Context: an optimization exercise on an open-source flow, tuned for small area, a short achievable clock period and few clock cycles per item. The choices shown serve that exercise and are no tape-out recipe.
At most, simulation tests tie the RTL to the original design; equivalence was not proved.

==> flow/design.v (excerpt) <==
module QR_CORDIC (
    input          clk,
    input          rst_n,
    input          valid,
    output         out_vallid,
    input  [51:0]  in,
    output [51:0]  out
);
reg [3:0] loaded;    
reg       acc;       
reg [2:0] taken;     
reg       vin;       
reg [51:0] in_r;     
reg [3:0] k;         
reg [3:0] s;         
reg       done0;     
reg [1:0] wcnt;      
reg       outst;     
reg [2:0] ocnt;
wire ld     = vin;
wire ld_first  = ld & (loaded == 4'd0);
wire ld_second = ld & (loaded == 4'd1);
wire ld_rest   = ld & (loaded[3:1] != 3'd0);
wire outrot = outst;
assign out_vallid = outst;
wire [3:0] loaded_n = loaded + {3'd0, ld};
wire issue = ~done0 & ((s != 4'd1) | ((k == 4'd0) ? (loaded_n >= 4'd2) :
                                       (k == 4'd7) ? loaded_n[3] : 1'b1));
wire last_out = outst & (ocnt == 3'd7);
wire outst_n = ~last_out & (outst | (done0 & (wcnt == 2'd2)));
wire [3:0] act0;
assign act0[0] = (s >= 4'd1) & (s <= 4'd7);
assign act0[1] = (s >= 4'd3) & (s <= 4'd8);
assign act0[2] = (s >= 4'd5) & (s <= 4'd9);
assign act0[3] = (s >= 4'd7) & (s <= 4'd10);
reg  [9:0] ctl0, ctl1, ctl2, ctl3;
wire [9:0] ctl0_n = (issue & ~last_out) ? {k == 4'd7, ~k[3], k[3], k[2:0], act0} : 10'd0;
always @(posedge clk or negedge rst_n) begin
  if (!rst_n) begin
    loaded <= 4'd0;
    acc    <= 1'b1;
    taken  <= 3'd0;
    vin    <= 1'b0;
    k      <= 4'd0;
    s      <= 4'd1;
    done0  <= 1'b0;
    wcnt   <= 2'd0;
    outst  <= 1'b0;
    ocnt   <= 3'd0;
    ctl0   <= 10'd0;
    ctl1   <= 10'd0;
    ctl2   <= 10'd0;
    ctl3   <= 10'd0;
  end else begin
    ctl1 <= ctl0;
    ctl2 <= ctl1;
    ctl3 <= ctl2;
    if (last_out) begin
      loaded <= 4'd0;
      acc    <= 1'b1;
      taken  <= 3'd0;
      vin    <= 1'b0;
      k      <= 4'd0;
      s      <= 4'd1;
      done0  <= 1'b0;
      wcnt   <= 2'd0;
      outst  <= 1'b0;
      ocnt   <= 3'd0;
      ctl0   <= 10'd0;
    end else begin
      loaded <= loaded_n;
      vin <= valid & acc;
      if (valid & acc) begin
        taken <= taken + 3'd1;
        if (taken == 3'd7) acc <= 1'b0;
      end
      ctl0 <= ctl0_n;
      if (issue) begin
        if (k == 4'd8) begin
          k <= 4'd0;
          s <= s + 4'd1;
          if (s == 4'd10) done0 <= 1'b1;
        end else begin
  ...
Size: about 9300 cells after synthesis, about 760 flip-flops.
clock: 13.0 ns
lec_check: 0
abc_area: 1
cap_margin: 20
core_margin: 2
core_utilization: 65
place_density: 0.8
setup_slack_margin: 5
slew_margin: 20
tns_end_percent: 100
standard.sh (not shown) runs the stock make flow with config.mk's settings and CLKGATE_MAP_FILE= SYNTH_SCRIPT=/design/flow/synth_recipe.tcl, a recipe that flattens the netlist after the stock synthesis.
==> flow/flow/run.sh <==
#!/bin/bash
# The standard layout, with a tighter setup margin for ORFS's timing repair
# (after CTS and after global routing). The clock period and all constraints
# are the design's; only the repair aims further below them.
set -euo pipefail
export SETUP_SLACK_MARGIN=9.2
export TNS_END_PERCENT=100
bash standard.sh finish SETUP_SLACK_MARGIN=9.2 TNS_END_PERCENT=100 > standard_flow.log 2>&1
Testbench counts at the start, summed over its fixed seeds: cycles 32,960, items 320.
Edit:
==> flow/run.sh (new file) <==
#!/bin/bash
# synth_recipe.tcl (not shown) runs the flow's synth.tcl, then flattens the netlist and writes it again
# the make line also repeats each setting of config.mk as NAME=value (left out here)
make -C /OpenROAD-flow-scripts/flow DESIGN_CONFIG=/design/flow/config.mk WORK_HOME=/design/flow/orfs CLKGATE_MAP_FILE= SYNTH_SCRIPT=/design/flow/synth_recipe.tcl finish
--- a/flow/config.mk
+++ b/flow/config.mk
@@ -11,3 +11,2 @@
-export CORE_UTILIZATION = 65
-export PLACE_DENSITY = 0.8
-export SETUP_SLACK_MARGIN = 5
+export CORE_UTILIZATION = 55
+export PLACE_DENSITY = 0.7
@@ -15 +13,0 @@
-export TNS_END_PERCENT = 100
removed: flow/flow/run.sh
removed: flow/standard.sh
Result:
- setup slack loses 710 ps
- routed wire length came out higher by 2.5%
- die area came out higher by 18%
- utilization came out lower by 11 points
- design area came out lower by 0.54%
- final cell count came out higher by 2.1%
- worst hold slack gains 13 ps
- area after synthesis is unchanged
Edit:
==> flow/flow/run.sh (new file) <==
#!/bin/bash
# The standard layout, with a tighter setup margin for ORFS's timing repair
# (after CTS and after global routing). The clock period and all constraints
# are the design's; only the repair aims further below them.
set -euo pipefail
export SETUP_SLACK_MARGIN=9.0
export TNS_END_PERCENT=100
bash standard.sh finish SETUP_SLACK_MARGIN=9.0 TNS_END_PERCENT=100 > standard_flow.log 2>&1
==> flow/standard.sh (new file) <==
#!/bin/bash
# synth_recipe.tcl (not shown) runs the flow's synth.tcl, then flattens the netlist and writes it again
# the make line also repeats each setting of config.mk as NAME=value (left out here)
make -C /OpenROAD-flow-scripts/flow DESIGN_CONFIG=/design/flow/config.mk WORK_HOME=/design/flow/orfs CLKGATE_MAP_FILE= SYNTH_SCRIPT=/design/flow/synth_recipe.tcl "${@:-finish}"
--- a/flow/config.mk
+++ b/flow/config.mk
@@ -12,0 +13 @@
+export SETUP_SLACK_MARGIN = 5
@@ -13,0 +15 @@
+export TNS_END_PERCENT = 100
removed: flow/run.sh
Final area stays flat.
Via count barely changes.
Critical path depth is unchanged.
Worst setup slack gains 600 ps.


Another version of the RTL of QR_CORDIC (not shown whole).
Size in the first run: roughly 9300 cells after synthesis, roughly 710 flip-flops, roughly 110 I/O pins, about 0.065 mm^2 of cells after synthesis.
Settings: LEC_CHECK=0, ABC_AREA=1, CAP_MARGIN=20, CORE_MARGIN=2, CORE_UTILIZATION=55, PLACE_DENSITY=0.7, SETUP_SLACK_MARGIN=5, SLEW_MARGIN=20, TNS_END_PERCENT=100; clock period 13.0 ns.
==> flow/flow/run.sh <==
#!/bin/bash
# The standard layout, with a tighter setup margin for ORFS's timing repair
# (after CTS and after global routing). The clock period and all constraints
# are the design's; only the repair aims further below them.
set -euo pipefail
export SETUP_SLACK_MARGIN=8.5
export TNS_END_PERCENT=100
bash standard.sh finish SETUP_SLACK_MARGIN=8.5 TNS_END_PERCENT=100 > standard_flow.log 2>&1
The first run ran to the end with no violations.
==> next run, changes <==
==> flow/run.sh (new file) <==
#!/bin/bash
# synth_recipe.tcl (not shown) runs the flow's synth.tcl, then flattens the netlist and writes it again
# the make line also repeats each setting of config.mk as NAME=value (left out here)
make -C /OpenROAD-flow-scripts/flow DESIGN_CONFIG=/design/flow/config.mk WORK_HOME=/design/flow/orfs CLKGATE_MAP_FILE= SYNTH_SCRIPT=/design/flow/synth_recipe.tcl finish
Settings changed: SETUP_SLACK_MARGIN 5 to default, TNS_END_PERCENT 100 to default.
removed: flow/flow/run.sh
removed: flow/standard.sh
Sequential share of layout area hardly moves.
Setup slack degrades by 0.23 ns.
Area after synthesis stays the same.
Worst hold slack stays flat.
No functional check of the RTL was part of any run of this note.

## re-timing with driven ports
No port has a modelled driver above. Below, the same layouts with a new extraction and two added sets of constraints. Step 1, drivers: a clkbuf_16 drives clk and a buf_2 each remaining input, both assumed. Step 2 adds t to the input delays and takes it off the output delays; t is the mean of the earliest and latest rising clock arrival at the registers after step 1. Input paths then give back, and output paths get back, about the clock's delay inside the block. a / b / c = ideal ports / drivers / drivers and shift; a / b = the first two.
run | t, ns | setup WS [ns] | latest minus earliest clock arrival (ns) | worst register clock-pin slew, ns
the first run of note 1 | 0.794 | 8.931 / 8.848 / 9.078 | 0.037 / 0.037 | 0.07 / 0.07
the second run of note 1 | 0.794 | 8.226 / 8.147 / 8.723 | 0.042 / 0.042 | 0.07 / 0.07
the third run of note 1 | 0.793 | 8.826 / 8.749 / 9.069 | 0.043 / 0.043 | 0.07 / 0.07
the first run of note 2 | 0.782 | 8.504 / 8.425 / 8.714 | 0.032 / 0.033 | 0.07 / 0.07
the second run of note 2 | 0.778 | 8.273 / 8.194 / 8.624 | 0.031 / 0.031 | 0.07 / 0.07
After both steps setup and hold are still met in every run listed.
